From an optimization exercise on the open Yosys and OpenROAD flow, aimed at small area and few clock cycles per item; shortcuts taken in it are not production practice.
Function was checked by simulation only, so behaviour that the tests miss may differ from the original.
Power and IR drop assume default switching activity.

## job 644
Design pcx_top, start of the top module:
module pcx_top (
	clk,
	rst_l,
	spc0_pcx_req_pq,
	spc0_pcx_atom_pq,
	spc0_pcx_data_pa,
	spc1_pcx_req_pq,
	spc1_pcx_atom_pq,
	spc1_pcx_data_pa,
	spc2_pcx_req_pq,
	spc2_pcx_atom_pq,
	spc2_pcx_data_pa,
	spc3_pcx_req_pq,
	spc3_pcx_atom_pq,
	spc3_pcx_data_pa,
	spc4_pcx_req_pq,
	spc4_pcx_atom_pq,
	spc4_pcx_data_pa,
	spc5_pcx_req_pq,
	spc5_pcx_atom_pq,
	spc5_pcx_data_pa,
	spc6_pcx_req_pq,
	spc6_pcx_atom_pq,
	spc6_pcx_data_pa,
	spc7_pcx_req_pq,
	spc7_pcx_atom_pq,
	spc7_pcx_data_pa,
	sctag0_pcx_stall_pq,
	sctag1_pcx_stall_pq,
	sctag2_pcx_stall_pq,
	sctag3_pcx_stall_pq,
	io_pcx_stall_pq,
	pcx_spc0_grant_px,
	pcx_spc1_grant_px,
	pcx_spc2_grant_px,
	pcx_spc3_grant_px,
	pcx_spc4_grant_px,
	pcx_spc5_grant_px,
	pcx_spc6_grant_px,
	pcx_spc7_grant_px,
	pcx_sctag0_data_rdy_px1,
	pcx_sctag0_atm_px1,
	pcx_sctag0_data_px2,
	pcx_sctag1_data_rdy_px1,
	pcx_sctag1_atm_px1,
	pcx_sctag1_data_px2,
	pcx_sctag2_data_rdy_px1,
	pcx_sctag2_atm_px1,
	pcx_sctag2_data_px2,
	pcx_sctag3_data_rdy_px1,
	pcx_sctag3_atm_px1,
	pcx_sctag3_data_px2,
	pcx_fpio_data_rdy_px2,
	pcx_fpio_data_px2,
	pcx_io_data_rdy_px2,
	pcx_io_data_px2
);
Size in the first run: roughly 20000 cells after synthesis, roughly 10000 flip-flops, about 1800 I/O pins, about 380000 µm² of cells after synthesis.
Settings: LEC_CHECK=0, CAP_MARGIN=30, CORE_MARGIN=2, CORE_UTILIZATION=60, SLEW_MARGIN=50; clock period 5.5 ns.
standard.sh (not shown) runs the stock make flow with config.mk's settings and CLKGATE_MAP_FILE= SYNTH_SCRIPT=/design/flow/synth_recipe.tcl, a recipe that flattens the netlist after the stock synthesis.
==> flow/flow/run.sh <==
#!/bin/bash
# Own flow: the standard layout (standard.sh, unchanged synthesis), with
# two layout choices the flow settings cannot express:
#   * the port buffers are sky130_fd_sc_hd__buf_2 instead of the default
#     delay cell (every input and output port still gets its own buffer);
#   * clock tree synthesis without dummy loads, with larger sink clusters.
# Each tool's full output stays in orfs/logs/; make's own output in make.log.
set -euo pipefail
bash standard.sh \
  "BUFFER_PORTS_ARGS=-buffer_cell sky130_fd_sc_hd__buf_2" \
  "CTS_ARGS=-sink_clustering_enable -repair_clock_nets -sink_clustering_size 30 -sink_clustering_max_diameter 80 -dont_use_dummy_load" \
  finish > make.log 2>&1
Although it ran to completion, job 644 produced a layout that fails the final checks because of antenna rules, setup timing.
Testbench counts of job 644, summed over its fixed seeds: cycles 3,825, packets 13,484.
Input-level comparison between job 7446 and job 644:
-- flow/design.v --
<<< job 644, line 224
    reg  v1, sl1;
    wire [NS-1:0] last = 8'd1 << src1;
    wire [NS-1:0] elig = stall_r[d] ? {NS{1'b0}} : (lock ? last : avail);
    wire [NS-1:0] least;
    for (s = 0; s < NS; s = s + 1) begin : lst
>>> job 7446, line 224
    reg  v1, sl1;
    wire [NS-1:0] last = 8'd1 << src1;
    wire stl = (d == 4) ? stall_in[d] : stall_r[d];
    wire [NS-1:0] elig = stl ? {NS{1'b0}} : (lock ? last : avail);
    wire [NS-1:0] least;
    for (s = 0; s < NS; s = s + 1) begin : lst
<<< job 644, line 277
      assign acc[(s+1)*W +: W] = acc[s*W +: W] | ({W{osel[s]}} & ent[((s/2)*ND*2 + d*2 + (s%2))*W +: W]);
    end
    assign dout[d*W +: W] = acc[NS*2*W +: W];
    assign rdy_b[d] = v1;
    assign atm_b[d] = lock;
    assign rdy_f[d] = v2;
  end
endgenerate
>>> job 7446, line 278
      assign acc[(s+1)*W +: W] = acc[s*W +: W] | ({W{osel[s]}} & ent[((s/2)*ND*2 + d*2 + (s%2))*W +: W]);
    end
    if (d == 4) begin : oreg
      reg [W-1:0] dreg;
      reg v3;
      always @(posedge clk)
        dreg <= acc[NS*2*W +: W];
      always @(posedge clk or negedge rst_l)
        if (!rst_l) v3 <= 1'b0;
        else        v3 <= v2;
      assign dout[d*W +: W] = dreg;
      assign rdy_f[d] = v3;
    end else begin : ocomb
      assign dout[d*W +: W] = acc[NS*2*W +: W];
      assign rdy_f[d] = v2;
    end
    assign rdy_b[d] = v1;
    assign atm_b[d] = lock;
  end
endgenerate
==> results.txt <==
Having completed the whole flow, job 7446 delivered a layout that passed the timing, design-rule and antenna checks.
Clock skew in job 7446 is 0.0075 ns higher than in job 644
Job 644 reports its first element of the critical path as arb[4].osel[13] while job 7446 reports arb[0].osel[1].
Looking at post-detailed-route count of antenna-violating nets across job 644 and job 7446, the one that comes out lower is job 7446.
Per-cell via count in the routed design: job 644 vs job 7446, no meaningful difference
Comparing job 644 and job 7446, the higher die area is on job 7446.
Higher synthesized cell count among job 644 and job 7446: job 7446
Diff job 644 -> job 7446: wire length picked up an extra about 0.54%, final-layout clock buffer total climbed 6.
Area of the multi-input gates, job 7446 vs job 644: up slightly
Total global routing track utilization essentially unchanged between job 644 and job 7446.
The higher post-detailed-placement half-perimeter wirelength of job 644 and job 7446 is in job 644.
Between job 644 and job 7446, the total power is lower for job 7446.
Job 7446 against job 644: cell area increased by about 0.4% relative to the old numbers, number of ordinary and repair buffers in the finished layout decreased by 3.2% relative to the old numbers.
Testbench counts of job 7446, summed over its fixed seeds: cycles 3,842, packets 13,484.

[what the ideal ports hide]
The results above use ideal ports. As a check the final layouts listed here were re-extracted and re-timed, cells and wires unchanged. Step 1, drivers: a clkbuf_16 drives clk and a buf_2 each remaining input, both assumed. Step 2 moves the port delays by t, midway between the first and last clock arrival at a register: inputs arrive t later, outputs are due t later. That takes back most of the time a late clock gives input paths. a / b / c = ideal / step 1 / step 2; a / b = the first two.
| run | t, ns | setup WS [ns] | hold slack, ns | worst register clock-pin slew, ns | cell pins on the clock port's net |
|---|---|---|---|---|---|
| job 644 | 1.293 | -0.001 / -0.166 / -0.181 | 0.091 / -0.050 / 0.392 | 0.12 / 0.12 | 1 |
| job 7446 | 1.321 | 0.289 / 0.121 / -0.138 | 0.113 / -0.036 / 0.447 | 0.12 / 0.12 | 1 |
With both steps, setup timing fails in job 7446, where it was met with ideal ports. The setup slack of job 7446, which loses most, moves by -0.168 ns with the drivers and by -0.427 ns with both steps.
